Background: an optimization exercise with open tools, aiming at small area and a short achievable clock period. Do not read the settings as production practice.
No run shown here included a check of the RTL's function; only the layout flow was run.
Power figures rest on the tool's default switching activity, not on a simulated workload.

File: config.mk
export PLATFORM = sky130hd
export DESIGN_NAME = SIMD
export DESIGN_NICKNAME = SIMD
export VERILOG_FILES = /design/flow/design.v
export SDC_FILE = /design/flow/constraint.sdc
export NUM_CORES = 4
export LEC_CHECK = 0
export CAP_MARGIN = 20
export CORE_MARGIN = 2
export CORE_UTILIZATION = 40
export SLEW_MARGIN = 20
export SYNTH_HIERARCHICAL = 1
export SYNTH_MINIMUM_KEEP_SIZE = 0
File: constraint.sdc
create_clock -name core_clock -period 10.6 [get_ports {clk}]
set_input_delay 2.1200 -clock core_clock [delete_from_list [all_inputs] [get_ports {clk}]]
set_output_delay 2.1200 -clock core_clock [all_outputs]
set_load 0.01 [all_outputs]
File: design.v
module SIMD(clk,rst,opcode,funct3,funct7,rd_data1,rd_data2,rd_data3,w_add,immed,instrc_add,wr_add,wr_data);
input clk;
input rst;
input [6:0] opcode;
input [2:0] funct3;
input [6:0] funct7;
input [15:0] rd_data1;
input [15:0] rd_data2;
input [15:0] rd_data3;
input [4:0] w_add;
input [11:0] immed;
output [6:0] instrc_add;
output [4:0] wr_add;
output [15:0] wr_data;
wire alu = (opcode == 7'b0111011);
wire mac = (opcode == 7'b1001011);
wire shl = (opcode == 7'b0100011) | (opcode == 7'b1010011);
wire shr = (opcode == 7'b1100011);
wire m16 = (funct3 == 3'b001);
wire m8  = (funct3 == 3'b010);
wire m4  = (funct3 == 3'b100);
wire mv  = m16 | m8 | m4;
wire op_add  = alu & (funct7 == 7'b0000000) & mv;
wire op_sub  = alu & (funct7 == 7'b0100000) & mv;
wire op_mul  = alu & (funct7 == 7'b1000001) & mv;
wire op_mulh = alu & (funct7 == 7'b1000010) & mv;
wire op_madd  = mac & (funct7[1:0] == 2'b01) & mv;
wire op_maddh = mac & (funct7[1:0] == 2'b10) & mv;
wire op_and = alu & (funct7 == 7'b0001000);
wire op_or  = alu & (funct7 == 7'b0010000);
wire op_xor = alu & (funct7 == 7'b0011000);
wire op_not = alu & (funct7 == 7'b0110000);
wire bmul = op_mul | op_mulh | op_madd | op_maddh;
wire hi = op_mulh | op_maddh;
wire lg = op_and | op_or | op_xor | op_not | shl | shr;
wire ar = opcode[3];                  
wire bsel = opcode[6] | funct7[6];    
wire blog = funct7[4] | funct7[3];    
wire sgn = ar & ~opcode[6] & funct7[6] & funct7[1];    
wire s4 = sgn & funct3[2];
wire s8 = sgn & funct3[1];
wire s16 = sgn & funct3[0];
wire i_16 = s16;
wire i_4 = s4;
wire i_4_8 = s4 | s8;
wire i_4_8_16 = s4 | s8 | s16;
wire i_8 = s8;
wire i_8_16 = s8 | s16;
wire [15:0] a = rd_data2;
wire [15:0] lane1 = {3'b000, funct3[2], 3'b000, ~funct3[0], 3'b000, funct3[2], 4'b0001};
wire [15:0] b = ~ar ? 16'h0000 : bsel ? rd_data1 : blog ? 16'h0000 : funct7[5] ? 16'hffff : lane1;
wire [15:0] b8 = b & {16{~funct3[2]}};
wire [15:0] b16 = b & {16{funct3[0]}};
wire cen = ar & (opcode[6] | ~(funct7[6] | blog));
wire [15:0] csrc = {16{cen}} & (opcode[6] ? rd_data3 : rd_data1);
wire [31:0] cc = {4'h0,
                  csrc[15:12] & {4{funct3[2]}},
                  csrc[15:12] & {4{funct3[1]}},
                  csrc[11:8] & {4{~funct3[0]}},
                  csrc[15:12] & {4{funct3[0]}},
                  (csrc[11:8] & {4{funct3[0]}}) | (csrc[7:4] & {4{funct3[2]}}),
                  csrc[7:4] & {4{~funct3[2]}},
                  csrc[3:0]};
wire p8 = ~funct3[2];   
wire p16 = funct3[0];   
wire [15:0] imm = {{4{immed[10]}}, immed};
wire shz = |imm[15:4];
wire [15:0] shlv = rd_data1 << imm[3:0];
wire [15:0] shrv = rd_data1 >> imm[3:0];
wire [15:0] lres = ({16{op_and}} & (rd_data1 & rd_data2)) |
                   ({16{op_or}}  & (rd_data1 | rd_data2)) |
                   ({16{op_xor}} & (rd_data1 ^ rd_data2)) |
                   ({16{op_not}} & ~rd_data1) |
                   ({16{shl & ~shz}} & shlv) |
                   ({16{shr & ~shz}} & shrv);
wire pp1, pp2, pp3, pp4, pp5, pp6, pp7, pp8, pp9, pp10, pp11, pp12, pp13, pp14, pp15, pp16, pp17, pp18, pp19, pp20, pp21, pp22, pp23, pp24, pp25, pp26, pp27, pp28, pp29, pp30, pp31, pp32, pp33, pp34, pp35, pp36, pp37, pp38, pp39, pp40, pp41, pp42, pp43, pp44, pp45, pp46, pp47, pp48, pp49, pp50, pp51, pp52, pp53, pp54, pp55, pp56, pp57, pp58, pp59, pp60, pp61, pp62, pp63, pp64, pp65, pp66, pp67, pp68, pp69, pp70, pp71, pp72, pp73, pp74, pp75, pp76, pp77, pp78, pp79, pp80, pp81, pp82, pp83, pp84, pp85, pp86, pp87, pp88, pp89, pp90, pp91, pp92, pp93, pp94, pp95, pp96, pp97, pp98, pp99, pp100, pp101, pp102, pp103, pp104, pp105, pp106, pp107, pp108, pp109, pp110, pp111, pp112, pp113, pp114, pp115, pp116, pp117, pp118, pp119, pp120, pp121, pp122, pp123, pp124, pp125, pp126, pp127, pp128, pp129, pp130, pp131, pp132, pp133, pp134, pp135, pp136, pp137, pp138, pp139, pp140, pp141, pp142, pp143, pp144, pp145, pp146, pp147, pp148, pp149, pp150, pp151, pp152, pp153, pp154, pp155, pp156, pp157, pp158, pp159, pp160, pp161, pp162, pp163, pp164, pp165, pp166, pp167, pp168, pp169, pp170, pp171, pp172, pp173, pp174, pp175, pp176, pp177, pp178, pp179, pp180, pp181, pp182, pp183, pp184, pp185, pp186, pp187, pp188, pp189, pp190, pp191, pp192, pp193, pp194, pp195, pp196, pp197, pp198, pp199, pp200, pp201, pp202, pp203, pp204, pp205, pp206, pp207, pp208, pp209, pp210, pp211, pp212, pp213, pp214, pp215, pp216, pp217, pp218, pp219, pp220, pp221, pp222, pp223, pp224, pp225, pp226, pp227, pp228, pp229, pp230, pp231, pp232, pp233, pp234, pp235, pp236, pp237, pp238, pp239, pp240, pp241, pp242, pp243, pp244, pp245, pp246, pp247, pp248, pp249, pp250, pp251, pp252, pp253, pp254, pp255, pp256, s257, c258, s259, c260, s261, c262, s263, c264, s265, c266, s267, c268, s269, c270, s271, c272, s273, c274, s275, c276, s277, c278, s279, c280, s281, c282, s283, c284, s285, c286, s287, c288, s289, c290, s291, c292, s293, c294, s295, c296, s297, c298, s299, c300, k301, s302, c303, k304, s305, c306, k307, s308, c309, k310, s311, c312, k313, s314, c315, k316, s317, c318, k319, s320, c321, s322, c323, s324, c325, s326, c327, s328, c329, s330, c331, s332, c333, s334, c335, s336, c337, s338, c339, s340, c341, s342, c343, s344, c345, s346, c347, s348, c349, s350, c351, s352, c353, s354, c355, s356, c357, s358, c359, s360, c361, s362, c363, s364, c365, s366, c367, s368, c369, s370, c371, s372, c373, s374, c375, s376, c377, s378, c379, s380, c381, s382, c383, s384, c385, s386, c387, s388, c389, s390, c391, s392, c393, s394, c395, s396, c397, s398, c399, s400, c401, s402, c403, s404, c405, s406, c407, s408, c409, s410, c411, s412, c413, s414, c415, s416, c417, s418, c419, s420, c421, s422, c423, s424, c425, s426, c427, s428, c429, s430, c431, s432, c433, s434, c435, s436, c437, s438, c439, s440, c441, s442, c443, s444, c445, s446, c447, s448, c449, s450, c451, s452, c453, s454, c455, s456, c457, s458, c459, s460, c461, s462, c463, s464, c465, s466, c467, s468, c469, s470, c471, s472, c473, s474, c475, k476, s477, c478, k479, s480, c481, k482, s483, c484, k485, s486, c487, k488, s489, c490, k491, s492, c493, k494, s495, c496, k497, s498, c499, k500, s501, c502, k503, s504, c505, k506, s507, c508, k509, s510, c511, k512, s513, c514, k515, s516, c517, k518, s519, c520, s521, c522, s523, c524, s525, c526, s527, c528, s529, c530, s531, c532, s533, c534, s535, c536, s537, c538, s539, c540, s541, c542, s543, c544, s545, c546, s547, c548, s549, c550, s551, c552, s553, c554, s555, c556, s557, c558, s559, c560, s561, c562, s563, c564, s565, c566, s567, c568, s569, c570, s571, c572, s573, c574, s575, c576, s577, c578, s579, c580, s581, c582, s583, c584, s585, c586, s587, c588, s589, c590, s591, c592, s593, c594, s595, c596, s597, c598, s599, c600, s601, c602, s603, c604, s605, c606, s607, c608, s609, c610, s611, c612, s613, c614, s615, c616, s617, c618, s619, c620, s621, c622, s623, c624, s625, c626, s627, c628, s629, c630, s631, c632, s633, c634, s635, c636, s637, c638, s639, c640, s641, c642, s643, c644, s645, c646, s647, c648, s649, c650, s651, c652, s653, c654, s655, c656, s657, c658, s659, c660, s661, c662, s663, c664, s665, c666, s667, c668, s669, c670, s671, c672, s673, c674, s675, c676, s677, c678, s679, c680, s681, c682, s683, c684, s685, c686, s687, c688, s689, c690, s691, c692, s693, c694, k695, s696, c697, k698, s699, c700, k701, s702, c703, k704, s705, c706, k707, s708, c709, k710, s711, c712, k713, s714, c715, k716, s717, c718, k719, s720, c721, s722, c723, s724, c725, s726, c727, s728, c729, s730, c731, s732, c733, s734, c735, s736, c737, s738, c739, s740, c741, s742, c743, s744, c745, s746, c747, s748, c749, s750, c751, s752, c753, s754, c755, s756, c757, s758, c759, s760, c761, s762, c763, s764, c765, s766, c767, s768, c769, s770, c771, s772, c773, s774, c775, s776, c777, s778, c779, s780, c781, s782, c783, s784, c785, s786, c787, s788, c789, s790, c791;
assign pp1 = a[0] & b[0];
assign pp2 = a[0] & b[1];
assign pp3 = a[0] & b[2];
assign pp4 = (a[0] & b[3]) ^ i_4;
assign pp5 = a[0] & b8[4];
assign pp6 = a[0] & b8[5];
assign pp7 = a[0] & b8[6];
assign pp8 = (a[0] & b8[7]) ^ i_8;
assign pp9 = a[0] & b16[8];
assign pp10 = a[0] & b16[9];
assign pp11 = a[0] & b16[10];
assign pp12 = a[0] & b16[11];
assign pp13 = a[0] & b16[12];
assign pp14 = a[0] & b16[13];
assign pp15 = a[0] & b16[14];
assign pp16 = (a[0] & b16[15]) ^ i_16;
assign pp17 = a[1] & b[0];
assign pp18 = a[1] & b[1];
assign pp19 = a[1] & b[2];
assign pp20 = (a[1] & b[3]) ^ i_4;
assign pp21 = a[1] & b8[4];
assign pp22 = a[1] & b8[5];
assign pp23 = a[1] & b8[6];
assign pp24 = (a[1] & b8[7]) ^ i_8;
assign pp25 = a[1] & b16[8];
assign pp26 = a[1] & b16[9];
assign pp27 = a[1] & b16[10];
assign pp28 = a[1] & b16[11];
assign pp29 = a[1] & b16[12];
assign pp30 = a[1] & b16[13];
assign pp31 = a[1] & b16[14];
assign pp32 = (a[1] & b16[15]) ^ i_16;
assign pp33 = a[2] & b[0];
assign pp34 = a[2] & b[1];
assign pp35 = a[2] & b[2];
assign pp36 = (a[2] & b[3]) ^ i_4;
assign pp37 = a[2] & b8[4];
assign pp38 = a[2] & b8[5];
assign pp39 = a[2] & b8[6];
assign pp40 = (a[2] & b8[7]) ^ i_8;
assign pp41 = a[2] & b16[8];
assign pp42 = a[2] & b16[9];
assign pp43 = a[2] & b16[10];
assign pp44 = a[2] & b16[11];
assign pp45 = a[2] & b16[12];
assign pp46 = a[2] & b16[13];
assign pp47 = a[2] & b16[14];
assign pp48 = (a[2] & b16[15]) ^ i_16;
assign pp49 = (a[3] & b[0]) ^ i_4;
assign pp50 = (a[3] & b[1]) ^ i_4;
assign pp51 = (a[3] & b[2]) ^ i_4;
assign pp52 = a[3] & b[3];
assign pp53 = a[3] & b8[4];
assign pp54 = a[3] & b8[5];
assign pp55 = a[3] & b8[6];
assign pp56 = (a[3] & b8[7]) ^ i_8;
assign pp57 = a[3] & b16[8];
assign pp58 = a[3] & b16[9];
assign pp59 = a[3] & b16[10];
assign pp60 = a[3] & b16[11];
assign pp61 = a[3] & b16[12];
assign pp62 = a[3] & b16[13];
assign pp63 = a[3] & b16[14];
assign pp64 = (a[3] & b16[15]) ^ i_16;
assign pp65 = a[4] & b8[0];
assign pp66 = a[4] & b8[1];
assign pp67 = a[4] & b8[2];
assign pp68 = a[4] & b8[3];
assign pp69 = a[4] & b[4];
assign pp70 = a[4] & b[5];
assign pp71 = a[4] & b[6];
assign pp72 = (a[4] & b[7]) ^ i_4_8;
assign pp73 = a[4] & b16[8];
assign pp74 = a[4] & b16[9];
assign pp75 = a[4] & b16[10];
assign pp76 = a[4] & b16[11];
assign pp77 = a[4] & b16[12];
assign pp78 = a[4] & b16[13];
assign pp79 = a[4] & b16[14];
assign pp80 = (a[4] & b16[15]) ^ i_16;
assign pp81 = a[5] & b8[0];
assign pp82 = a[5] & b8[1];
assign pp83 = a[5] & b8[2];
assign pp84 = a[5] & b8[3];
assign pp85 = a[5] & b[4];
assign pp86 = a[5] & b[5];
assign pp87 = a[5] & b[6];
assign pp88 = (a[5] & b[7]) ^ i_4_8;
assign pp89 = a[5] & b16[8];
assign pp90 = a[5] & b16[9];
assign pp91 = a[5] & b16[10];
assign pp92 = a[5] & b16[11];
assign pp93 = a[5] & b16[12];
assign pp94 = a[5] & b16[13];
assign pp95 = a[5] & b16[14];
assign pp96 = (a[5] & b16[15]) ^ i_16;
assign pp97 = a[6] & b8[0];
assign pp98 = a[6] & b8[1];
assign pp99 = a[6] & b8[2];
assign pp100 = a[6] & b8[3];
assign pp101 = a[6] & b[4];
assign pp102 = a[6] & b[5];
assign pp103 = a[6] & b[6];
assign pp104 = (a[6] & b[7]) ^ i_4_8;
assign pp105 = a[6] & b16[8];
assign pp106 = a[6] & b16[9];
assign pp107 = a[6] & b16[10];
assign pp108 = a[6] & b16[11];
assign pp109 = a[6] & b16[12];
assign pp110 = a[6] & b16[13];
assign pp111 = a[6] & b16[14];
assign pp112 = (a[6] & b16[15]) ^ i_16;
assign pp113 = (a[7] & b8[0]) ^ i_8;
assign pp114 = (a[7] & b8[1]) ^ i_8;
assign pp115 = (a[7] & b8[2]) ^ i_8;
assign pp116 = (a[7] & b8[3]) ^ i_8;
assign pp117 = (a[7] & b[4]) ^ i_4_8;
assign pp118 = (a[7] & b[5]) ^ i_4_8;
assign pp119 = (a[7] & b[6]) ^ i_4_8;
assign pp120 = a[7] & b[7];
assign pp121 = a[7] & b16[8];
assign pp122 = a[7] & b16[9];
assign pp123 = a[7] & b16[10];
assign pp124 = a[7] & b16[11];
assign pp125 = a[7] & b16[12];
assign pp126 = a[7] & b16[13];
assign pp127 = a[7] & b16[14];
assign pp128 = (a[7] & b16[15]) ^ i_16;
assign pp129 = a[8] & b16[0];
assign pp130 = a[8] & b16[1];
assign pp131 = a[8] & b16[2];
assign pp132 = a[8] & b16[3];
assign pp133 = a[8] & b16[4];
assign pp134 = a[8] & b16[5];
assign pp135 = a[8] & b16[6];
assign pp136 = a[8] & b16[7];
assign pp137 = a[8] & b[8];
assign pp138 = a[8] & b[9];
assign pp139 = a[8] & b[10];
assign pp140 = (a[8] & b[11]) ^ i_4;
assign pp141 = a[8] & b8[12];
assign pp142 = a[8] & b8[13];
assign pp143 = a[8] & b8[14];
assign pp144 = (a[8] & b8[15]) ^ i_8_16;
assign pp145 = a[9] & b16[0];
assign pp146 = a[9] & b16[1];
assign pp147 = a[9] & b16[2];
assign pp148 = a[9] & b16[3];
assign pp149 = a[9] & b16[4];
assign pp150 = a[9] & b16[5];
assign pp151 = a[9] & b16[6];
assign pp152 = a[9] & b16[7];
assign pp153 = a[9] & b[8];
assign pp154 = a[9] & b[9];
assign pp155 = a[9] & b[10];
assign pp156 = (a[9] & b[11]) ^ i_4;
assign pp157 = a[9] & b8[12];
assign pp158 = a[9] & b8[13];
assign pp159 = a[9] & b8[14];
assign pp160 = (a[9] & b8[15]) ^ i_8_16;
assign pp161 = a[10] & b16[0];
assign pp162 = a[10] & b16[1];
assign pp163 = a[10] & b16[2];
assign pp164 = a[10] & b16[3];
assign pp165 = a[10] & b16[4];
assign pp166 = a[10] & b16[5];
assign pp167 = a[10] & b16[6];
assign pp168 = a[10] & b16[7];
assign pp169 = a[10] & b[8];
assign pp170 = a[10] & b[9];
assign pp171 = a[10] & b[10];
assign pp172 = (a[10] & b[11]) ^ i_4;
assign pp173 = a[10] & b8[12];
assign pp174 = a[10] & b8[13];
assign pp175 = a[10] & b8[14];
assign pp176 = (a[10] & b8[15]) ^ i_8_16;
assign pp177 = a[11] & b16[0];
assign pp178 = a[11] & b16[1];
assign pp179 = a[11] & b16[2];
assign pp180 = a[11] & b16[3];
assign pp181 = a[11] & b16[4];
assign pp182 = a[11] & b16[5];
assign pp183 = a[11] & b16[6];
assign pp184 = a[11] & b16[7];
assign pp185 = (a[11] & b[8]) ^ i_4;
assign pp186 = (a[11] & b[9]) ^ i_4;
assign pp187 = (a[11] & b[10]) ^ i_4;
assign pp188 = a[11] & b[11];
assign pp189 = a[11] & b8[12];
assign pp190 = a[11] & b8[13];
assign pp191 = a[11] & b8[14];
assign pp192 = (a[11] & b8[15]) ^ i_8_16;
assign pp193 = a[12] & b16[0];
assign pp194 = a[12] & b16[1];
assign pp195 = a[12] & b16[2];
assign pp196 = a[12] & b16[3];
assign pp197 = a[12] & b16[4];
assign pp198 = a[12] & b16[5];
assign pp199 = a[12] & b16[6];
assign pp200 = a[12] & b16[7];
assign pp201 = a[12] & b8[8];
assign pp202 = a[12] & b8[9];
assign pp203 = a[12] & b8[10];
assign pp204 = a[12] & b8[11];
assign pp205 = a[12] & b[12];
assign pp206 = a[12] & b[13];
assign pp207 = a[12] & b[14];
assign pp208 = (a[12] & b[15]) ^ i_4_8_16;
assign pp209 = a[13] & b16[0];
assign pp210 = a[13] & b16[1];
assign pp211 = a[13] & b16[2];
assign pp212 = a[13] & b16[3];
assign pp213 = a[13] & b16[4];
assign pp214 = a[13] & b16[5];
assign pp215 = a[13] & b16[6];
assign pp216 = a[13] & b16[7];
assign pp217 = a[13] & b8[8];
assign pp218 = a[13] & b8[9];
assign pp219 = a[13] & b8[10];
assign pp220 = a[13] & b8[11];
assign pp221 = a[13] & b[12];
assign pp222 = a[13] & b[13];
assign pp223 = a[13] & b[14];
assign pp224 = (a[13] & b[15]) ^ i_4_8_16;
assign pp225 = a[14] & b16[0];
assign pp226 = a[14] & b16[1];
assign pp227 = a[14] & b16[2];
assign pp228 = a[14] & b16[3];
assign pp229 = a[14] & b16[4];
assign pp230 = a[14] & b16[5];
assign pp231 = a[14] & b16[6];
assign pp232 = a[14] & b16[7];
assign pp233 = a[14] & b8[8];
assign pp234 = a[14] & b8[9];
assign pp235 = a[14] & b8[10];
assign pp236 = a[14] & b8[11];
assign pp237 = a[14] & b[12];
assign pp238 = a[14] & b[13];
assign pp239 = a[14] & b[14];
assign pp240 = (a[14] & b[15]) ^ i_4_8_16;
assign pp241 = (a[15] & b16[0]) ^ i_16;
assign pp242 = (a[15] & b16[1]) ^ i_16;
assign pp243 = (a[15] & b16[2]) ^ i_16;
assign pp244 = (a[15] & b16[3]) ^ i_16;
assign pp245 = (a[15] & b16[4]) ^ i_16;
assign pp246 = (a[15] & b16[5]) ^ i_16;
assign pp247 = (a[15] & b16[6]) ^ i_16;
assign pp248 = (a[15] & b16[7]) ^ i_16;
assign pp249 = (a[15] & b8[8]) ^ i_8_16;
assign pp250 = (a[15] & b8[9]) ^ i_8_16;
assign pp251 = (a[15] & b8[10]) ^ i_8_16;
assign pp252 = (a[15] & b8[11]) ^ i_8_16;
assign pp253 = (a[15] & b[12]) ^ i_4_8_16;
assign pp254 = (a[15] & b[13]) ^ i_4_8_16;
assign pp255 = (a[15] & b[14]) ^ i_4_8_16;
assign pp256 = a[15] & b[15];
SIMD_ha us257 (.a(cc[1]), .b(pp17), .s(s257), .co(c258));
SIMD_fa us259 (.a(cc[2]), .b(pp18), .c(pp3), .s(s259), .co(c260));
SIMD_ha us261 (.a(pp33), .b(c258), .s(s261), .co(c262));
SIMD_fa us263 (.a(cc[3]), .b(pp19), .c(pp34), .s(s263), .co(c264));
SIMD_fa us265 (.a(pp4), .b(pp49), .c(c260), .s(s265), .co(c266));
SIMD_ha us267 (.a(c262), .b(s263), .s(s267), .co(c268));
SIMD_fa us269 (.a((s4)), .b(cc[4]), .c(pp35), .s(s269), .co(c270));
SIMD_fa us271 (.a(pp5), .b(pp65), .c(pp20), .s(s271), .co(c272));
SIMD_fa us273 (.a(pp50), .b(c264), .c(s269), .s(s273), .co(c274));
SIMD_fa us275 (.a(s271), .b(c268), .c(c266), .s(s275), .co(c276));
SIMD_fa us277 (.a(cc[5]), .b(pp21), .c(pp6), .s(s277), .co(c278));
SIMD_fa us279 (.a(pp66), .b(pp81), .c(pp36), .s(s279), .co(c280));
SIMD_fa us281 (.a(pp51), .b(c270), .c(s277), .s(s281), .co(c282));
SIMD_fa us283 (.a(c272), .b(s279), .c(c274), .s(s283), .co(c284));
SIMD_ha us285 (.a(s281), .b(c276), .s(s285), .co(c286));
SIMD_fa us287 (.a(cc[6]), .b(pp22), .c(pp37), .s(s287), .co(c288));
SIMD_fa us289 (.a(pp52), .b(pp67), .c(pp7), .s(s289), .co(c290));
SIMD_fa us291 (.a(pp82), .b(pp97), .c(c278), .s(s291), .co(c292));
SIMD_fa us293 (.a(s287), .b(s289), .c(c280), .s(s293), .co(c294));
SIMD_fa us295 (.a(c282), .b(s291), .c(s293), .s(s295), .co(c296));
SIMD_ha us297 (.a(c284), .b(c286), .s(s297), .co(c298));
SIMD_fa us299 (.a((s4)), .b(cc[7]), .c(pp23), .s(s299), .co(c300));
assign k301 = c300 & p8;
SIMD_fa us302 (.a(pp38), .b(pp53), .c(pp68), .s(s302), .co(c303));
assign k304 = c303 & p8;
SIMD_fa us305 (.a(pp83), .b(pp98), .c(pp113), .s(s305), .co(c306));
assign k307 = c306 & p8;
SIMD_fa us308 (.a(pp8), .b(c288), .c(c290), .s(s308), .co(c309));
assign k310 = c309 & p8;
SIMD_fa us311 (.a(s299), .b(s302), .c(s305), .s(s311), .co(c312));
assign k313 = c312 & p8;
SIMD_fa us314 (.a(c292), .b(s308), .c(c294), .s(s314), .co(c315));
assign k316 = c315 & p8;
SIMD_fa us317 (.a(s311), .b(c296), .c(s314), .s(s317), .co(c318));
assign k319 = c318 & p8;
SIMD_fa us320 (.a((s8)), .b(cc[8]), .c(pp129), .s(s320), .co(c321));
SIMD_fa us322 (.a(pp39), .b(pp54), .c(pp69), .s(s322), .co(c323));
SIMD_fa us324 (.a(pp84), .b(pp9), .c(pp99), .s(s324), .co(c325));
SIMD_fa us326 (.a(pp114), .b(pp24), .c(s320), .s(s326), .co(c327));
SIMD_fa us328 (.a(s322), .b(s324), .c(k301), .s(s328), .co(c329));
SIMD_fa us330 (.a(k304), .b(k307), .c(k310), .s(s330), .co(c331));
SIMD_fa us332 (.a(s326), .b(s328), .c(k313), .s(s332), .co(c333));
SIMD_fa us334 (.a(s330), .b(k316), .c(s332), .s(s334), .co(c335));
SIMD_fa us336 (.a(cc[9]), .b(pp10), .c(pp100), .s(s336), .co(c337));
SIMD_fa us338 (.a(pp130), .b(pp145), .c(pp25), .s(s338), .co(c339));
SIMD_fa us340 (.a(pp55), .b(pp70), .c(pp85), .s(s340), .co(c341));
SIMD_fa us342 (.a(pp115), .b(pp40), .c(c321), .s(s342), .co(c343));
SIMD_fa us344 (.a(c323), .b(c325), .c(s336), .s(s344), .co(c345));
SIMD_fa us346 (.a(s338), .b(s340), .c(c327), .s(s346), .co(c347));
SIMD_fa us348 (.a(s342), .b(c329), .c(s344), .s(s348), .co(c349));
SIMD_fa us350 (.a(c331), .b(s346), .c(s348), .s(s350), .co(c351));
SIMD_ha us352 (.a(c333), .b(s350), .s(s352), .co(c353));
SIMD_fa us354 (.a(cc[10]), .b(pp101), .c(pp11), .s(s354), .co(c355));
SIMD_fa us356 (.a(pp131), .b(pp146), .c(pp161), .s(s356), .co(c357));
SIMD_fa us358 (.a(pp26), .b(pp41), .c(pp71), .s(s358), .co(c359));
SIMD_fa us360 (.a(pp86), .b(pp116), .c(pp56), .s(s360), .co(c361));
SIMD_fa us362 (.a(c337), .b(c339), .c(c341), .s(s362), .co(c363));
SIMD_fa us364 (.a(s354), .b(s356), .c(s358), .s(s364), .co(c365));
SIMD_fa us366 (.a(s360), .b(c343), .c(c345), .s(s366), .co(c367));
SIMD_fa us368 (.a(s362), .b(s364), .c(c347), .s(s368), .co(c369));
SIMD_fa us370 (.a(c349), .b(s366), .c(s368), .s(s370), .co(c371));
SIMD_ha us372 (.a(c351), .b(c353), .s(s372), .co(c373));
SIMD_fa us374 (.a(cc[11]), .b(pp102), .c(pp12), .s(s374), .co(c375));
SIMD_fa us376 (.a(pp132), .b(pp147), .c(pp162), .s(s376), .co(c377));
SIMD_fa us378 (.a(pp177), .b(pp27), .c(pp42), .s(s378), .co(c379));
SIMD_fa us380 (.a(pp57), .b(pp87), .c(pp117), .s(s380), .co(c381));
SIMD_fa us382 (.a(pp72), .b(c355), .c(c357), .s(s382), .co(c383));
SIMD_fa us384 (.a(c359), .b(s374), .c(s376), .s(s384), .co(c385));
SIMD_fa us386 (.a(s378), .b(c361), .c(s380), .s(s386), .co(c387));
SIMD_fa us388 (.a(c363), .b(c365), .c(s382), .s(s388), .co(c389));
SIMD_fa us390 (.a(s384), .b(s386), .c(c367), .s(s390), .co(c391));
SIMD_fa us392 (.a(s388), .b(c369), .c(s390), .s(s392), .co(c393));
SIMD_ha us394 (.a(c371), .b(s392), .s(s394), .co(c395));
SIMD_fa us396 (.a((s4)), .b(cc[12]), .c(pp103), .s(s396), .co(c397));
SIMD_fa us398 (.a(pp13), .b(pp133), .c(pp148), .s(s398), .co(c399));
SIMD_fa us400 (.a(pp163), .b(pp178), .c(pp193), .s(s400), .co(c401));
SIMD_fa us402 (.a(pp28), .b(pp43), .c(pp58), .s(s402), .co(c403));
SIMD_fa us404 (.a(pp73), .b(pp118), .c(pp88), .s(s404), .co(c405));
SIMD_fa us406 (.a(c375), .b(c377), .c(c379), .s(s406), .co(c407));
SIMD_fa us408 (.a(s396), .b(s398), .c(s400), .s(s408), .co(c409));
SIMD_fa us410 (.a(s402), .b(c381), .c(s404), .s(s410), .co(c411));
SIMD_fa us412 (.a(c383), .b(c385), .c(s406), .s(s412), .co(c413));
SIMD_fa us414 (.a(s408), .b(c387), .c(s410), .s(s414), .co(c415));
SIMD_fa us416 (.a(c389), .b(s412), .c(c391), .s(s416), .co(c417));
SIMD_fa us418 (.a(s414), .b(c393), .c(s416), .s(s418), .co(c419));
SIMD_fa us420 (.a(cc[13]), .b(pp134), .c(pp14), .s(s420), .co(c421));
SIMD_fa us422 (.a(pp149), .b(pp164), .c(pp179), .s(s422), .co(c423));
SIMD_fa us424 (.a(pp194), .b(pp209), .c(pp29), .s(s424), .co(c425));
SIMD_fa us426 (.a(pp44), .b(pp59), .c(pp74), .s(s426), .co(c427));
SIMD_fa us428 (.a(pp89), .b(pp104), .c(pp119), .s(s428), .co(c429));
SIMD_fa us430 (.a(c397), .b(c399), .c(c401), .s(s430), .co(c431));
SIMD_fa us432 (.a(c403), .b(s420), .c(s422), .s(s432), .co(c433));
SIMD_fa us434 (.a(s424), .b(s426), .c(c405), .s(s434), .co(c435));
SIMD_fa us436 (.a(s428), .b(c407), .c(c409), .s(s436), .co(c437));
SIMD_fa us438 (.a(s430), .b(s432), .c(c411), .s(s438), .co(c439));
SIMD_fa us440 (.a(s434), .b(c413), .c(s436), .s(s440), .co(c441));
SIMD_fa us442 (.a(c415), .b(s438), .c(s440), .s(s442), .co(c443));
SIMD_ha us444 (.a(c417), .b(s442), .s(s444), .co(c445));
SIMD_fa us446 (.a(cc[14]), .b(pp105), .c(pp120), .s(s446), .co(c447));
SIMD_fa us448 (.a(pp135), .b(pp15), .c(pp150), .s(s448), .co(c449));
SIMD_fa us450 (.a(pp165), .b(pp180), .c(pp195), .s(s450), .co(c451));
SIMD_fa us452 (.a(pp210), .b(pp225), .c(pp30), .s(s452), .co(c453));
SIMD_fa us454 (.a(pp45), .b(pp60), .c(pp75), .s(s454), .co(c455));
SIMD_fa us456 (.a(pp90), .b(c421), .c(c423), .s(s456), .co(c457));
SIMD_fa us458 (.a(c425), .b(c427), .c(s446), .s(s458), .co(c459));
SIMD_fa us460 (.a(s448), .b(s450), .c(s452), .s(s460), .co(c461));
SIMD_fa us462 (.a(s454), .b(c429), .c(c431), .s(s462), .co(c463));
SIMD_fa us464 (.a(c433), .b(s456), .c(c435), .s(s464), .co(c465));
SIMD_fa us466 (.a(s458), .b(s460), .c(c437), .s(s466), .co(c467));
SIMD_fa us468 (.a(s462), .b(c439), .c(s464), .s(s468), .co(c469));
SIMD_fa us470 (.a(c441), .b(s466), .c(s468), .s(s470), .co(c471));
SIMD_ha us472 (.a(c443), .b(s470), .s(s472), .co(c473));
SIMD_fa us474 (.a((s4 | s8)), .b(cc[15]), .c(pp106), .s(s474), .co(c475));
assign k476 = c475 & p16;
SIMD_fa us477 (.a(pp121), .b(pp136), .c(pp151), .s(s477), .co(c478));
assign k479 = c478 & p16;
SIMD_fa us480 (.a(pp166), .b(pp181), .c(pp196), .s(s480), .co(c481));
assign k482 = c481 & p16;
SIMD_fa us483 (.a(pp211), .b(pp226), .c(pp31), .s(s483), .co(c484));
assign k485 = c484 & p16;
SIMD_fa us486 (.a(pp46), .b(pp61), .c(pp76), .s(s486), .co(c487));
assign k488 = c487 & p16;
SIMD_fa us489 (.a(pp91), .b(pp16), .c(pp241), .s(s489), .co(c490));
assign k491 = c490 & p16;
SIMD_fa us492 (.a(c447), .b(c449), .c(c451), .s(s492), .co(c493));
assign k494 = c493 & p16;
SIMD_fa us495 (.a(c453), .b(c455), .c(s474), .s(s495), .co(c496));
assign k497 = c496 & p16;
SIMD_fa us498 (.a(s477), .b(s480), .c(s483), .s(s498), .co(c499));
assign k500 = c499 & p16;
SIMD_fa us501 (.a(s486), .b(s489), .c(c457), .s(s501), .co(c502));
assign k503 = c502 & p16;
SIMD_fa us504 (.a(c459), .b(c461), .c(s492), .s(s504), .co(c505));
assign k506 = c505 & p16;
SIMD_fa us507 (.a(s495), .b(s498), .c(c463), .s(s507), .co(c508));
assign k509 = c508 & p16;
SIMD_fa us510 (.a(s501), .b(c465), .c(s504), .s(s510), .co(c511));
assign k512 = c511 & p16;
SIMD_fa us513 (.a(c467), .b(s507), .c(c469), .s(s513), .co(c514));
assign k515 = c514 & p16;
SIMD_fa us516 (.a(s510), .b(c471), .c(s513), .s(s516), .co(c517));
assign k518 = c517 & p16;
SIMD_fa us519 (.a((s16)), .b(cc[16]), .c(pp107), .s(s519), .co(c520));
SIMD_fa us521 (.a(pp122), .b(pp137), .c(pp152), .s(s521), .co(c522));
SIMD_fa us523 (.a(pp167), .b(pp182), .c(pp197), .s(s523), .co(c524));
SIMD_fa us525 (.a(pp212), .b(pp227), .c(pp47), .s(s525), .co(c526));
SIMD_fa us527 (.a(pp62), .b(pp77), .c(pp92), .s(s527), .co(c528));
SIMD_fa us529 (.a(pp242), .b(pp32), .c(s519), .s(s529), .co(c530));
SIMD_fa us531 (.a(s521), .b(s523), .c(s525), .s(s531), .co(c532));
SIMD_fa us533 (.a(s527), .b(k476), .c(k479), .s(s533), .co(c534));
SIMD_fa us535 (.a(k482), .b(k485), .c(k488), .s(s535), .co(c536));
SIMD_fa us537 (.a(k491), .b(k494), .c(s529), .s(s537), .co(c538));
SIMD_fa us539 (.a(s531), .b(k497), .c(k500), .s(s539), .co(c540));
SIMD_fa us541 (.a(s533), .b(s535), .c(k503), .s(s541), .co(c542));
SIMD_fa us543 (.a(k506), .b(s537), .c(s539), .s(s543), .co(c544));
SIMD_fa us545 (.a(k509), .b(s541), .c(k512), .s(s545), .co(c546));
SIMD_fa us547 (.a(s543), .b(k515), .c(s545), .s(s547), .co(c548));
SIMD_fa us549 (.a(cc[17]), .b(pp108), .c(pp123), .s(s549), .co(c550));
SIMD_fa us551 (.a(pp138), .b(pp153), .c(pp168), .s(s551), .co(c552));
SIMD_fa us553 (.a(pp183), .b(pp198), .c(pp213), .s(s553), .co(c554));
SIMD_fa us555 (.a(pp228), .b(pp63), .c(pp78), .s(s555), .co(c556));
SIMD_fa us557 (.a(pp93), .b(pp243), .c(pp48), .s(s557), .co(c558));
SIMD_fa us559 (.a(c520), .b(c522), .c(c524), .s(s559), .co(c560));
SIMD_fa us561 (.a(c526), .b(c528), .c(s549), .s(s561), .co(c562));
SIMD_fa us563 (.a(s551), .b(s553), .c(s555), .s(s563), .co(c564));
SIMD_fa us565 (.a(s557), .b(c530), .c(c532), .s(s565), .co(c566));
SIMD_fa us567 (.a(s559), .b(c534), .c(c536), .s(s567), .co(c568));
SIMD_fa us569 (.a(s561), .b(s563), .c(c538), .s(s569), .co(c570));
SIMD_fa us571 (.a(s565), .b(c540), .c(s567), .s(s571), .co(c572));
SIMD_fa us573 (.a(c542), .b(s569), .c(c544), .s(s573), .co(c574));
SIMD_fa us575 (.a(s571), .b(c546), .c(s573), .s(s575), .co(c576));
SIMD_fa us577 (.a(cc[18]), .b(pp109), .c(pp124), .s(s577), .co(c578));
SIMD_fa us579 (.a(pp139), .b(pp154), .c(pp169), .s(s579), .co(c580));
SIMD_fa us581 (.a(pp184), .b(pp199), .c(pp214), .s(s581), .co(c582));
SIMD_fa us583 (.a(pp229), .b(pp79), .c(pp94), .s(s583), .co(c584));
SIMD_fa us585 (.a(pp244), .b(pp64), .c(c550), .s(s585), .co(c586));
SIMD_fa us587 (.a(c552), .b(c554), .c(c556), .s(s587), .co(c588));
SIMD_fa us589 (.a(s577), .b(s579), .c(s581), .s(s589), .co(c590));
SIMD_fa us591 (.a(s583), .b(c558), .c(c560), .s(s591), .co(c592));
SIMD_fa us593 (.a(c562), .b(c564), .c(s585), .s(s593), .co(c594));
SIMD_fa us595 (.a(s587), .b(s589), .c(c566), .s(s595), .co(c596));
SIMD_fa us597 (.a(s591), .b(c568), .c(s593), .s(s597), .co(c598));
SIMD_fa us599 (.a(c570), .b(s595), .c(c572), .s(s599), .co(c600));
SIMD_fa us601 (.a(s597), .b(c574), .c(s599), .s(s601), .co(c602));
SIMD_fa us603 (.a(cc[19]), .b(pp110), .c(pp125), .s(s603), .co(c604));
SIMD_fa us605 (.a(pp155), .b(pp170), .c(pp200), .s(s605), .co(c606));
SIMD_fa us607 (.a(pp215), .b(pp230), .c(pp95), .s(s607), .co(c608));
SIMD_fa us609 (.a(pp140), .b(pp185), .c(pp245), .s(s609), .co(c610));
SIMD_fa us611 (.a(pp80), .b(c578), .c(c580), .s(s611), .co(c612));
SIMD_fa us613 (.a(c582), .b(c584), .c(s603), .s(s613), .co(c614));
SIMD_fa us615 (.a(s605), .b(s607), .c(s609), .s(s615), .co(c616));
SIMD_fa us617 (.a(c586), .b(c588), .c(c590), .s(s617), .co(c618));
SIMD_fa us619 (.a(s611), .b(s613), .c(c592), .s(s619), .co(c620));
SIMD_fa us621 (.a(s615), .b(c594), .c(s617), .s(s621), .co(c622));
SIMD_fa us623 (.a(c596), .b(s619), .c(c598), .s(s623), .co(c624));
SIMD_fa us625 (.a(s621), .b(c600), .c(s623), .s(s625), .co(c626));
SIMD_fa us627 (.a((s4)), .b(cc[20]), .c(pp111), .s(s627), .co(c628));
SIMD_fa us629 (.a(pp126), .b(pp141), .c(pp171), .s(s629), .co(c630));
SIMD_fa us631 (.a(pp201), .b(pp216), .c(pp231), .s(s631), .co(c632));
SIMD_fa us633 (.a(pp156), .b(pp186), .c(pp246), .s(s633), .co(c634));
SIMD_fa us635 (.a(pp96), .b(c604), .c(c606), .s(s635), .co(c636));
SIMD_fa us637 (.a(c608), .b(s627), .c(s629), .s(s637), .co(c638));
SIMD_fa us639 (.a(s631), .b(c610), .c(s633), .s(s639), .co(c640));
SIMD_fa us641 (.a(c612), .b(c614), .c(s635), .s(s641), .co(c642));
SIMD_fa us643 (.a(s637), .b(c616), .c(s639), .s(s643), .co(c644));
SIMD_fa us645 (.a(c618), .b(s641), .c(c620), .s(s645), .co(c646));
SIMD_fa us647 (.a(s643), .b(c622), .c(s645), .s(s647), .co(c648));
SIMD_ha us649 (.a(c624), .b(s647), .s(s649), .co(c650));
SIMD_fa us651 (.a(cc[21]), .b(pp127), .c(pp142), .s(s651), .co(c652));
SIMD_fa us653 (.a(pp157), .b(pp202), .c(pp217), .s(s653), .co(c654));
SIMD_fa us655 (.a(pp232), .b(pp112), .c(pp172), .s(s655), .co(c656));
SIMD_fa us657 (.a(pp187), .b(pp247), .c(c628), .s(s657), .co(c658));
SIMD_fa us659 (.a(c630), .b(c632), .c(s651), .s(s659), .co(c660));
SIMD_fa us661 (.a(s653), .b(c634), .c(s655), .s(s661), .co(c662));
SIMD_fa us663 (.a(c636), .b(c638), .c(s657), .s(s663), .co(c664));
SIMD_fa us665 (.a(s659), .b(c640), .c(s661), .s(s665), .co(c666));
SIMD_fa us667 (.a(c642), .b(s663), .c(c644), .s(s667), .co(c668));
SIMD_fa us669 (.a(s665), .b(c646), .c(s667), .s(s669), .co(c670));
SIMD_ha us671 (.a(c648), .b(s669), .s(s671), .co(c672));
SIMD_fa us673 (.a(cc[22]), .b(pp143), .c(pp158), .s(s673), .co(c674));
SIMD_fa us675 (.a(pp173), .b(pp188), .c(pp203), .s(s675), .co(c676));
SIMD_fa us677 (.a(pp218), .b(pp233), .c(pp128), .s(s677), .co(c678));
SIMD_fa us679 (.a(pp248), .b(c652), .c(c654), .s(s679), .co(c680));
SIMD_fa us681 (.a(s673), .b(s675), .c(c656), .s(s681), .co(c682));
SIMD_fa us683 (.a(s677), .b(c658), .c(c660), .s(s683), .co(c684));
SIMD_fa us685 (.a(s679), .b(c662), .c(s681), .s(s685), .co(c686));
SIMD_fa us687 (.a(c664), .b(s683), .c(c666), .s(s687), .co(c688));
SIMD_fa us689 (.a(s685), .b(c668), .c(s687), .s(s689), .co(c690));
SIMD_ha us691 (.a(c670), .b(s689), .s(s691), .co(c692));
SIMD_fa us693 (.a((s4)), .b(cc[23]), .c(pp159), .s(s693), .co(c694));
assign k695 = c694 & p8;
SIMD_fa us696 (.a(pp174), .b(pp189), .c(pp204), .s(s696), .co(c697));
assign k698 = c697 & p8;
SIMD_fa us699 (.a(pp219), .b(pp234), .c(pp144), .s(s699), .co(c700));
assign k701 = c700 & p8;
SIMD_fa us702 (.a(pp249), .b(c674), .c(c676), .s(s702), .co(c703));
assign k704 = c703 & p8;
SIMD_fa us705 (.a(s693), .b(s696), .c(c678), .s(s705), .co(c706));
assign k707 = c706 & p8;
SIMD_fa us708 (.a(s699), .b(c680), .c(s702), .s(s708), .co(c709));
assign k710 = c709 & p8;
SIMD_fa us711 (.a(c682), .b(s705), .c(c684), .s(s711), .co(c712));
assign k713 = c712 & p8;
SIMD_fa us714 (.a(s708), .b(c686), .c(s711), .s(s714), .co(c715));
assign k716 = c715 & p8;
SIMD_fa us717 (.a(c688), .b(s714), .c(c690), .s(s717), .co(c718));
assign k719 = c718 & p8;
SIMD_fa us720 (.a((s8)), .b(cc[24]), .c(pp175), .s(s720), .co(c721));
SIMD_fa us722 (.a(pp190), .b(pp205), .c(pp220), .s(s722), .co(c723));
SIMD_fa us724 (.a(pp235), .b(pp160), .c(pp250), .s(s724), .co(c725));
SIMD_fa us726 (.a(s720), .b(s722), .c(k695), .s(s726), .co(c727));
SIMD_fa us728 (.a(k698), .b(s724), .c(k701), .s(s728), .co(c729));
SIMD_fa us730 (.a(k704), .b(s726), .c(k707), .s(s730), .co(c731));
SIMD_fa us732 (.a(s728), .b(k710), .c(s730), .s(s732), .co(c733));
SIMD_fa us734 (.a(k713), .b(s732), .c(k716), .s(s734), .co(c735));
SIMD_fa us736 (.a(cc[25]), .b(pp191), .c(pp206), .s(s736), .co(c737));
SIMD_fa us738 (.a(pp221), .b(pp236), .c(pp176), .s(s738), .co(c739));
SIMD_fa us740 (.a(pp251), .b(c721), .c(c723), .s(s740), .co(c741));
SIMD_fa us742 (.a(s736), .b(c725), .c(s738), .s(s742), .co(c743));
SIMD_fa us744 (.a(s740), .b(c727), .c(c729), .s(s744), .co(c745));
SIMD_fa us746 (.a(s742), .b(c731), .c(s744), .s(s746), .co(c747));
SIMD_ha us748 (.a(c733), .b(s746), .s(s748), .co(c749));
SIMD_fa us750 (.a(cc[26]), .b(pp207), .c(pp222), .s(s750), .co(c751));
SIMD_fa us752 (.a(pp237), .b(pp192), .c(pp252), .s(s752), .co(c753));
SIMD_fa us754 (.a(c737), .b(s750), .c(c739), .s(s754), .co(c755));
SIMD_fa us756 (.a(s752), .b(c741), .c(c743), .s(s756), .co(c757));
SIMD_fa us758 (.a(s754), .b(c745), .c(s756), .s(s758), .co(c759));
SIMD_ha us760 (.a(c747), .b(s758), .s(s760), .co(c761));
SIMD_fa us762 (.a(cc[27]), .b(pp223), .c(pp238), .s(s762), .co(c763));
SIMD_fa us764 (.a(pp208), .b(pp253), .c(c751), .s(s764), .co(c765));
SIMD_fa us766 (.a(s762), .b(c753), .c(s764), .s(s766), .co(c767));
SIMD_fa us768 (.a(c755), .b(s766), .c(c757), .s(s768), .co(c769));
SIMD_ha us770 (.a(c759), .b(s768), .s(s770), .co(c771));
SIMD_fa us772 (.a((s4)), .b(cc[28]), .c(pp239), .s(s772), .co(c773));
SIMD_fa us774 (.a(pp224), .b(pp254), .c(c763), .s(s774), .co(c775));
SIMD_fa us776 (.a(s772), .b(c765), .c(s774), .s(s776), .co(c777));
SIMD_fa us778 (.a(c767), .b(s776), .c(c769), .s(s778), .co(c779));
SIMD_fa us780 (.a(cc[29]), .b(pp240), .c(pp255), .s(s780), .co(c781));
SIMD_fa us782 (.a(c773), .b(s780), .c(c775), .s(s782), .co(c783));
SIMD_ha us784 (.a(c777), .b(s782), .s(s784), .co(c785));
SIMD_fa us786 (.a(cc[30]), .b(pp256), .c(c781), .s(s786), .co(c787));
SIMD_ha us788 (.a(s786), .b(c783), .s(s788), .co(c789));
SIMD_fa us790 (.a((s4 | s8 | s16)), .b(cc[31]), .c(c787), .s(s790), .co(c791));
wire [31:0] tx = {c789, c785, c779, c771, c761, c749, c735, k719, c692, c672, c650, c626, c602, c576, c548, k518, c473, c445, c419, c395, c373, s370, c335, k319, c298, s295, s283, s273, s265, s259, pp2, pp1};
wire [31:0] ty = {s790, s788, s784, s778, s770, s760, s748, s734, s717, s691, s671, s649, s625, s601, s575, s547, s516, s472, s444, s418, s394, s372, s352, s334, s317, s297, s285, s275, s267, s261, s257, cc[0]};
reg [4:0] pc;
reg [4:0] wr_add_r;
always @(posedge clk) begin
    if (!rst) begin
        pc <= 5'd0;
        wr_add_r <= 5'd0;
    end else begin
        pc <= pc + 5'd1;
        wr_add_r <= w_add;
    end
end
assign instrc_add = {pc, 2'b00};
assign wr_add = wr_add_r;
wire [31:0] nx = tx | {16'h0000, lres};
reg [31:0] rx, ry;
reg r_k8, r_k16;
reg [5:0] rsel;
wire lov = op_add | op_sub | op_mul | op_madd;
always @(posedge clk) begin
    rx <= nx;
    ry <= ty;
    r_k8 <= p8;
    r_k16 <= p16;
    if (!rst) rsel <= 6'd0;
    else rsel <= {m4 & hi, m4 & lov, m8 & hi, m8 & lov, m16 & hi, lg | (m16 & lov)};
end
wire [34:0] gx = {rx[31:24], r_k8, rx[23:16], r_k16, rx[15:8], r_k8, rx[7:0]};
wire [34:0] gy = {ry[31:24], 1'b0, ry[23:16], 1'b0, ry[15:8], 1'b0, ry[7:0]};
wire [34:0] gs = gx + gy;
wire [31:0] P = {gs[34:27], gs[25:18], gs[16:9], gs[7:0]};
wire [15:0] res = ({16{rsel[0]}} & P[15:0]) | ({16{rsel[1]}} & P[31:16]) |
                  ({16{rsel[2]}} & {P[23:16], P[7:0]}) | ({16{rsel[3]}} & {P[31:24], P[15:8]}) |
                  ({16{rsel[4]}} & {P[27:24], P[19:16], P[11:8], P[3:0]}) |
                  ({16{rsel[5]}} & {P[31:28], P[23:20], P[15:12], P[7:4]});
assign wr_data = res;
endmodule
module SIMD_fa(input a, input b, input c, output s, output co);
assign s = a ^ b ^ c;
assign co = (a & b) | (c & (a ^ b));
endmodule
module SIMD_ha(input a, input b, output s, output co);
assign s = a ^ b;
assign co = a & b;
endmodule
File: run.sh
#!/bin/bash
# synth_recipe.tcl (not shown) runs the flow's synth.tcl, then flattens the netlist and writes it again
# the make line also repeats each setting of config.mk as NAME=value (left out here)
make -C /OpenROAD-flow-scripts/flow DESIGN_CONFIG=/design/flow/config.mk WORK_HOME=/design/flow/orfs CLKGATE_MAP_FILE= SYNTH_SCRIPT=/design/flow/synth_recipe.tcl finish
==> impl_metrics.toml, run 1 <==
[clock_network]
cts-root-to-sink-buffers = 2
cts_hold_buffers = 0
cts.reportedPaths.clkPinSlew_ns = 0.06
numCtsBuffers = 9
cts_sinks = 82
cts-root-buf = "sky130_fd_sc_hd__clkbuf_16"
tritoncts_clock_tree = "built"
cts_htree_levels = 3
clk_latency_ns = 0.35
cts_resized = 0
post-cts-setup-buffer-count = 0

[synthesis]
synth_cells = 1566
ys_async_sr_fraction_pct = 0
synth-edff-count = 0
post_synth.cell_area_avg_sq_um = 9.06
ys_seq_area_share_pct = 11.6
synth.ff_latch_count = 82
synth_area_sq_um = 14200
ys_dominant_reg_cell = "sky130_fd_sc_hd__dfxtp_1"
post-synth-top-area-fraction_pct = 33.2
synth.yosys.warnings = 7
yosysUniqueCellTypes = 79
post-synth-top-area-cell = "sky130_fd_sc_hd__fa_1"
post_synth_main_area_contributors = "sky130_fd_sc_hd__fa_1 (33%), sky130_fd_sc_hd__dfxtp_1 (12%), sky130_fd_sc_hd__ha_1 (7.2%)"

[final_layout]
area.growth.synth_to_final_pct = 12.5
nNetsFinal = 2020
layout-drive-gt1-share_pct = 4.13
num-fill-cells = 3408
post-route-cell-area_sq_um = 16000
regArea_sq_um = 1640
multi_input_area_sq_um = 12000

[critical_path]
cp_data_arrival_time_ns = 8.74
critical_path_required_ns = 10.84
regToRegStartpoint = "pc[0]$_SDFF_PN0_"
crit_type = "in -> reg"
critPathMaxFanout = 26
reg2regPathDepth = 4
reg2reg_setup_slack_ns = 9.55
critical_path.startpoint_type = "input pin"
endpoint_kind = "flip-flop"
rr_endpoint = "pc[4]$_SDFF_PN0_"

[status]
run_status = "no timing/DRC/antenna violations"

[power]
vdd_ir_drop_max_uv = 85.5
power.combinational.fraction_pct = 59.6
power.net_switching_uw = 839
pwr-share-clk_pct = 16.7
power_density_nw_per_um2 = 113
p_sw_share_pct = 46.5
share_seq_of_total_power_pct = 23.7
power.static_leakage_nw = 7.64
power_report.internal_total_uw = 967

[grt]
grt_util_all_layers_pct = 29.7
global_route.overflow_total = 0
grt_max_degree = 156
antenna_violations_before_repair = 1
first_global_vias = 12970
wire_length_of_the_first_global_routing_pass_mm = 81.0

[min_path]
min_path_type = "reg -> reg"
min_delay_worst_endpoint = "pc[0]$_SDFF_PN0_"
hp-start = "pc[0]$_SDFF_PN0_"
hold_path_depth = 1

[floorplan]
die_area_sq_um = 37000
io_pins = 112
rows = 68
initial_core_utilization_pct = 40.9
fp.dieH_um = 192
die_width_um = 192
fp.coreArea_sq_um = 34700

[routing]
routed-via-count = 12574
route.detailed.drc = 0
detail_route.wirelength_mm = 53.5
drt_first_pass_iters = 6
wl_per_cell_um = 25.7
number_of_routed_nets_with_antenna_violations = 0
first_iter_violations = 1408
via_per_inst = 6.04

[sta]
max_slew_margin_pct = 22.2
max_freq_ghz = 0.118
timing.final.max_slew_violations = 0
timing.clock.skew_ns = 0.00258
worstMarginPinSlew_ns = 1.16
final_hold_violation_count = 0
setup_viol = 0
setup_ws_ns = 2.10
setup_total_negative_slack_ns = 0
rsz0062_at_grt = "false"
post_layout_min_period_ns = 8.50
timing.final.crit_share_pct = 80.2

[placed_design]
io_buffers = 109
dp_hpwl_mm = 41.9
placement.setup.worst_slack_ns = 1.78
gpl.final_weighted_congestion = 1.01
place_area_sq_um = 15700

[flow_run]
max_cap_violations = 0
==> cells in the mapped netlist, types with 13 or more instances <==
master	number
sky130_fd_sc_hd__nor3_1	18
sky130_fd_sc_hd__o211ai_1	16
sky130_fd_sc_hd__dfxtp_1	82
sky130_fd_sc_hd__nand2_1	141
sky130_fd_sc_hd__nand3_1	24
sky130_fd_sc_hd__inv_1	42
sky130_fd_sc_hd__ha_1	82
sky130_fd_sc_hd__xnor2_1	76
sky130_fd_sc_hd__clkbuf_1	79
sky130_fd_sc_hd__a211oi_1	13
sky130_fd_sc_hd__o21ai_0	62
sky130_fd_sc_hd__a21oi_1	61
sky130_fd_sc_hd__nor2_1	168
sky130_fd_sc_hd__and2_1	49
sky130_fd_sc_hd__mux2i_1	54
sky130_fd_sc_hd__fa_1	235
sky130_fd_sc_hd__nor2b_1	25
sky130_fd_sc_hd__and3_1	120
==> critical path: stages <==
cell and delay, ns:
sky130_fd_sc_hd__clkdlybuf4s50_1 0.46, sky130_fd_sc_hd__buf_4 0.38, sky130_fd_sc_hd__or2_1 0.63, sky130_fd_sc_hd__o21a_1 0.35, sky130_fd_sc_hd__o21a_1 0.66, sky130_fd_sc_hd__a21boi_1 0.99
sky130_fd_sc_hd__and3_1 0.29, sky130_fd_sc_hd__fa_1 0.44, sky130_fd_sc_hd__fa_1 0.43, sky130_fd_sc_hd__fa_1 0.58, sky130_fd_sc_hd__fa_1 0.44, sky130_fd_sc_hd__fa_1 0.42
sky130_fd_sc_hd__fa_1 0.39, sky130_fd_sc_hd__and2_1 0.15
==> cell type report <==
type,instances,area share [%]
clock inverter,5,0.243
timing repair buffer,133,7.97
inverter,44,1.04
clock buffer,11,1.52
antenna,2,0.0314
sequential,82,10.3
multi-input combinational,1349,75.3
tap,455,3.57
==> how the worst max path moves through the flow <==
| stage | startpoint | end | cells after the start |
|---|---|---|---|
| 2_1_floorplan | opcode[6] | rx[16]$_DFF_P_ | 16 |
| 3_3_place_gp | opcode[6] | ry[17]$_DFF_P_ | 14 |
| 3_5_place_dp | opcode[6] | ry[17]$_DFF_P_ | 14 |
| 4_1_cts | opcode[6] | ry[17]$_DFF_P_ | 14 |
| 5_1_grt | opcode[6] | rx[24]$_DFF_P_ | 15 |
| 6_report | opcode[6] | rx[16]$_DFF_P_ | 14 |
==> registers in the layout (all words and copies together), names as in the netlist <==
name	flops
r_k16	1
pc	5
ry	32
rsel	6
rx	32
r_k8	1
wr_add_r	5
==> power groups by stage <==
stage	logic [mW]	clock network, mW	registers, mW
6_report	1.08	0.301	0.428
3_5_place_dp	1.05	0	0.434
5_1_grt	1.18	0.320	0.433
4_1_cts	1.06	0.310	0.427
3_3_place_gp	1.04	0	0.434
2_1_floorplan	0.715	0	0.408
==> layout by cell type, fill, tap and decap left out, drive strengths merged, types with 4 or more instances in the layout <==
master         Yosys  final
and2              50     50
or3               10     10
nor2             169    169
conb               1      6
o211ai            16     16
dfxtp             82     82
nor4               7      7
inv               43     44
nand2b             9      9
a221o              6      6
clkinvlp           0      4
a21oi             64     64
mux2i             54     54
a22oi              5      5
nor3              18     18
a222oi            11     11
o21a               9      9
o21ai             73     73
or2                5      5
and3             120    120
ha                82     82
clkdlybuf4s50      0    108
nor2b             25     25
clkbuf            79     11
nand4              8      8
a21boi            14     14
a21o               9      9
fa               235    235
o22ai              9      9
a211o              5      5
nand2            141    141
xor2              12     12
buf               17     25
a22o               4      4
nand3             24     24
a211oi            14     14
a221oi            10     10
xnor2             76     76
==> modules after synthesis (local to each module, per instance) <==
module,times used,cell area (sq um)
SIMD_ha,18,12.5
SIMD,1,9280
SIMD_fa,234,20.0
==> metal layers <==
layer  vias up  routed length (um)  track usage [%]
met5         -                   0                0
met1      6279               23200             42.0
li1       5495                   -                -
met2       693               22800             44.4
met4         0                1710             9.69
met3       107                5800             7.64
==> stage by stage <==
step | util (%) | power [mW] | hold slack, ns | instances
2_1_floorplan | - | 1.12 | 0.476 | 1571
3_3_place_gp | 45.1 | 1.47 | 0.456 | 2063
3_5_place_dp | 45.1 | 1.48 | 0.467 | 2063
4_1_cts | 45.9 | 1.79 | 0.489 | 2079
5_1_grt | 46.0 | 1.94 | 0.519 | 2080
6_report | 46.0 | 1.81 | 0.483 | 2081
==> logic make-up (layout without fill, tap and decap cells) <==
family	after synthesis	after routing	synth area share (%)
AO/OA/AOI/OAI	274	274	13.0
XOR/XNOR	88	88	5.43
adder cells (fa/ha/maj)	317	317	40.4
buffers and inverters	140	193	3.91
flip-flops	82	82	11.6
multiplexers	60	60	4.52
other	1	8	0.0264
AND/OR/NAND/NOR	604	604	21.1
==> run 2, diff against run 1 <==
--- a/config.mk
+++ b/config.mk
@@ -8,6 +8,7 @@
 export CAP_MARGIN = 20
 export CORE_MARGIN = 2
 export CORE_UTILIZATION = 40
+export SETUP_SLACK_MARGIN = 5
 export SLEW_MARGIN = 20
 export SYNTH_HIERARCHICAL = 1
 export SYNTH_MINIMUM_KEEP_SIZE = 0
==> impl_metrics.toml, run 2 <==
[clock_network]
cts-root-to-sink-buffers = 2
tritoncts_clock_tree = "built"
clk_latency_ns = 0.34
cts_htree_levels = 3
cts_sinks = 82
cts.reportedPaths.clkPinSlew_ns = 0.07
cts-root-buf = "sky130_fd_sc_hd__clkbuf_16"
numCtsBuffers = 9
cts_hold_buffers = 0

[status]
run_status = "no timing/DRC/antenna violations"

[sta]
setup_total_negative_slack_ns = 0
max_freq_ghz = 0.159
post_layout_min_period_ns = 6.30
max_slew_margin_pct = 31.4
final_hold_violation_count = 0
setup_viol = 0
timing.final.max_slew_violations = 0
hold_slack_ns = 0.488
setup_ws_ns = 4.30
timing.clock.skew_ns = 0.000649
rsz0062_at_grt = "true"
timing.final.crit_share_pct = 59.4
worstMarginPinSlew_ns = 1.03

[power]
p_sw_share_pct = 45.2
power_density_nw_per_um2 = 114
power.static_leakage_nw = 8.27
power.net_switching_uw = 930
power.combinational.fraction_pct = 61.6
share_seq_of_total_power_pct = 21.0
vdd_ir_drop_max_uv = 76.2
power_report.internal_total_mw = 1.13
pwr-share-clk_pct = 17.3

[grt]
antenna_violations_before_repair = 2
wire_length_of_the_first_global_routing_pass_mm = 83.3
grt_max_degree = 149
first_global_vias = 13463
grt_util_all_layers_pct = 30.6
global_route.overflow_total = 0

[floorplan]
fp.coreArea_sq_um = 34700
die_area_sq_um = 37000
rows = 68
fp.dieH_um = 192
initial_core_utilization_pct = 40.9
die_width_um = 192
io_pins = 112

[synthesis]
yosysUniqueCellTypes = 79
ys_seq_area_share_pct = 11.6
synth_cells = 1566
post_synth.cell_area_avg_sq_um = 9.06
post-synth-top-count-cell = "sky130_fd_sc_hd__fa_1"
synth-edff-count = 0
synth_area_sq_um = 14200
yosys-top-cells-count = "sky130_fd_sc_hd__fa_1 (235), sky130_fd_sc_hd__nor2_1 (168), sky130_fd_sc_hd__nand2_1 (141), sky130_fd_sc_hd__and3_1 (120)"
synth.ff_latch_count = 82
post-synth-top-area-fraction_pct = 33.2
post-synth-top-area-cell = "sky130_fd_sc_hd__fa_1"
ys_async_sr_fraction_pct = 0
ys_dominant_reg_cell = "sky130_fd_sc_hd__dfxtp_1"
post_synth_main_area_contributors = "sky130_fd_sc_hd__fa_1 (33%), sky130_fd_sc_hd__dfxtp_1 (12%), sky130_fd_sc_hd__ha_1 (7.2%)"
synth.yosys.warnings = 7

[critical_path]
cp_data_arrival_time_ns = 6.51
endpoint_kind = "flip-flop"
worstSetupStartpoint = "opcode[6]"
critical-path-slowest-cell = "sky130_fd_sc_hd__fa_1"
critPathMostFrequentCell = "sky130_fd_sc_hd__fa_2"
critPathMaxFanout = 4
crit_path_max_incr_delay_ns = 0.59
regToRegStartpoint = "pc[0]$_SDFF_PN0_"
critical_path.startpoint_type = "input pin"
crit_type = "in -> reg"
critPathBufInv = 6
cpLargestDelayFamily = "adder cells"
critical_path_required_ns = 10.81
cp_cell_sequence = "buf_8 > buf_12 > or2_4 > buf_6 > buf_12 > o31ai_4 > a21oi_4 > buf_6 > buf_6 > and3_4 > fa_2 > fa_1 > fa_2 > fa_2 > fa_2 > fa_2"

[routing]
number_of_routed_nets_with_antenna_violations = 0
drt_first_pass_iters = 7
via_per_inst = 6.10
detail_route.wirelength_mm = 56.5
wl_per_cell_um = 26.0
first_iter_violations = 1393
route.detailed.drc = 0
routed-via-count = 13251

[final_layout]
area.growth.synth_to_final_pct = 27.6
layout.cells.most_common = "sky130_fd_sc_hd__nor2_1"
top_regs = "rx x32, ry x32, rsel x6"
commonest_non_fill_non_tap_cells_in_the_layout = "sky130_fd_sc_hd__nor2_1 (164), sky130_fd_sc_hd__nand2_1 (132), sky130_fd_sc_hd__fa_1 (122)"
layout-drive-gt1-share_pct = 23.1
num-fill-cells = 3179
nNetsFinal = 2110
final_cells = 2172

[placed_design]
dp_hpwl_mm = 40.9
placement.setup.worst_slack_ns = 2.28
placed_cells_incl_taps = 2062
io_buffers = 109
gpl.final_weighted_congestion = 1.01

[min_path]
hp-start = "pc[0]$_SDFF_PN0_"
min_path_type = "reg -> reg"

[flow_run]
max_cap_violations = 0
==> run 2: cell types whose count changed in the layout (fill, tap and decap cells not counted), moves of 17 or more <==
cell                              before  now
sky130_fd_sc_hd__fa_2                  0  113
sky130_fd_sc_hd__and3_4                0   19
sky130_fd_sc_hd__buf_4                24   75
sky130_fd_sc_hd__buf_6                 1   18
sky130_fd_sc_hd__and3_1              120  101
sky130_fd_sc_hd__dlygate4sd2_1         0   21
sky130_fd_sc_hd__fa_1                235  122
sky130_fd_sc_hd__clkdlybuf4s50_1     108   70
==> run 2: layer usage <==
metal / vias up / global-route usage (%) / wire [um]
li1: 5679 / - / -
met1: 6597 / 42.2 / 23500
met2: 822 / 47.3 / 24800
met3: 153 / 7.02 / 6100
met4: 0 / 10.3 / 2130
met5: - / 0 / 0
==> run 2: repair_timing <==
action / in CTS / in global routing
buffers inserted: 68 / 15
cloned: 7 / 1
pin swaps: 51 / 77
endpoints found under the setup margin: 69 / 52
gates resized for setup: 203 / 89
==> run 2: modules after synthesis, one instance, submodules excluded <==
module | times used | cell area, sq um
SIMD | 1 | 9280
SIMD_fa | 234 | 20.0
SIMD_ha | 18 | 12.5
==> run 2: logic make-up after synthesis <==
| kind of cell | share of synthesized area [%] |
|---|---|
| buffers and inverters | 3.91 |
| AO/OA/AOI/OAI | 13.0 |
| AND/OR/NAND/NOR | 21.1 |
| flip-flops | 11.6 |
| adder cells (fa/ha/maj) | 40.4 |
| XOR/XNOR | 5.43 |
| other | 0.0264 |
| multiplexers | 4.52 |
==> run 2: area by class of cell <==
| class | count | area, sq um | area share [%] |
|---|---|---|---|
| Multi-Input combinational cell | 1351 | 13100 | 72.5 |
| Timing Repair Buffer | 221 | 2250 | 12.4 |
| Sequential cell | 82 | 1640 | 9.07 |
| Tap cell | 455 | 569 | 3.15 |
| Clock buffer | 9 | 225 | 1.24 |
| Inverter | 44 | 173 | 0.954 |
| Clock inverter | 7 | 106 | 0.588 |
| Antenna cell | 3 | 7.51 | 0.0415 |
==> run 2: final timing paths <==
path	cells after the start	slack [ns]	to
setup / recovery	16	4.30	ry[17]$_DFF_P_
setup reg to reg	4	9.51	pc[4]$_SDFF_PN0_
hold reg to reg	1	0.49	pc[0]$_SDFF_PN0_
hold / removal	1	0.49	pc[0]$_SDFF_PN0_
==> run 2: stage by stage <==
stage               instance area (sq um)  power (mW)  utilization [%]
global placement                    16000        1.50             46.1
finish                              18100        2.06             52.1
detailed placement                  16000        1.51             46.1
CTS                                 17600        1.97             50.8
floorplan                           14600        1.15                -
global route                        18100        2.17             52.1
==> run 2: worst reg2reg max path: cells and delay by family (launching register included) <==
family        cells  cell delay [ns]
simple gates      2             0.25
xor+xnor          1             0.13
flops             1             0.40
fa+ha+maj         1             0.21
==> run 2: power by group through the flow <==
stage	Combinational (mW)	Clock, mW	Sequential [mW]
finish	1.27	0.357	0.433
global route	1.36	0.376	0.436
CTS	1.18	0.362	0.429
detailed placement	1.08	0	0.435
global placement	1.06	0	0.436
floorplan	0.737	0	0.408

-- static timing again, ports no longer ideal --
The results above use ideal ports. As a check the final layouts listed here were re-extracted and re-timed, cells and wires unchanged. Step 1, drivers: a clkbuf_16 drives clk and a buf_2 each remaining input, both assumed. Step 2, shift: input delay + t, output delay - t, t = (earliest + latest rising clock arrival at the registers) / 2. This alone moves slack from input paths to output paths. a / b / c = ideal ports / drivers / drivers and shift; a / b = the first two.
run	shift t [ns]	setup WS [ns]	clock arrival spread, ns	worst data-port slew with drivers (ns)	cell pins on the clock port's net
run 1	0.392	2.099 / 2.125 / 1.733	0.010 / 0.010	0.09	1
run 2	0.389	4.303 / 4.313 / 3.924	0.014 / 0.014	0.09	1
After both steps every run listed still meets setup and hold. For run 2, which loses most, drivers alone change the setup slack by +0.010 ns; drivers and shift together by -0.379 ns.
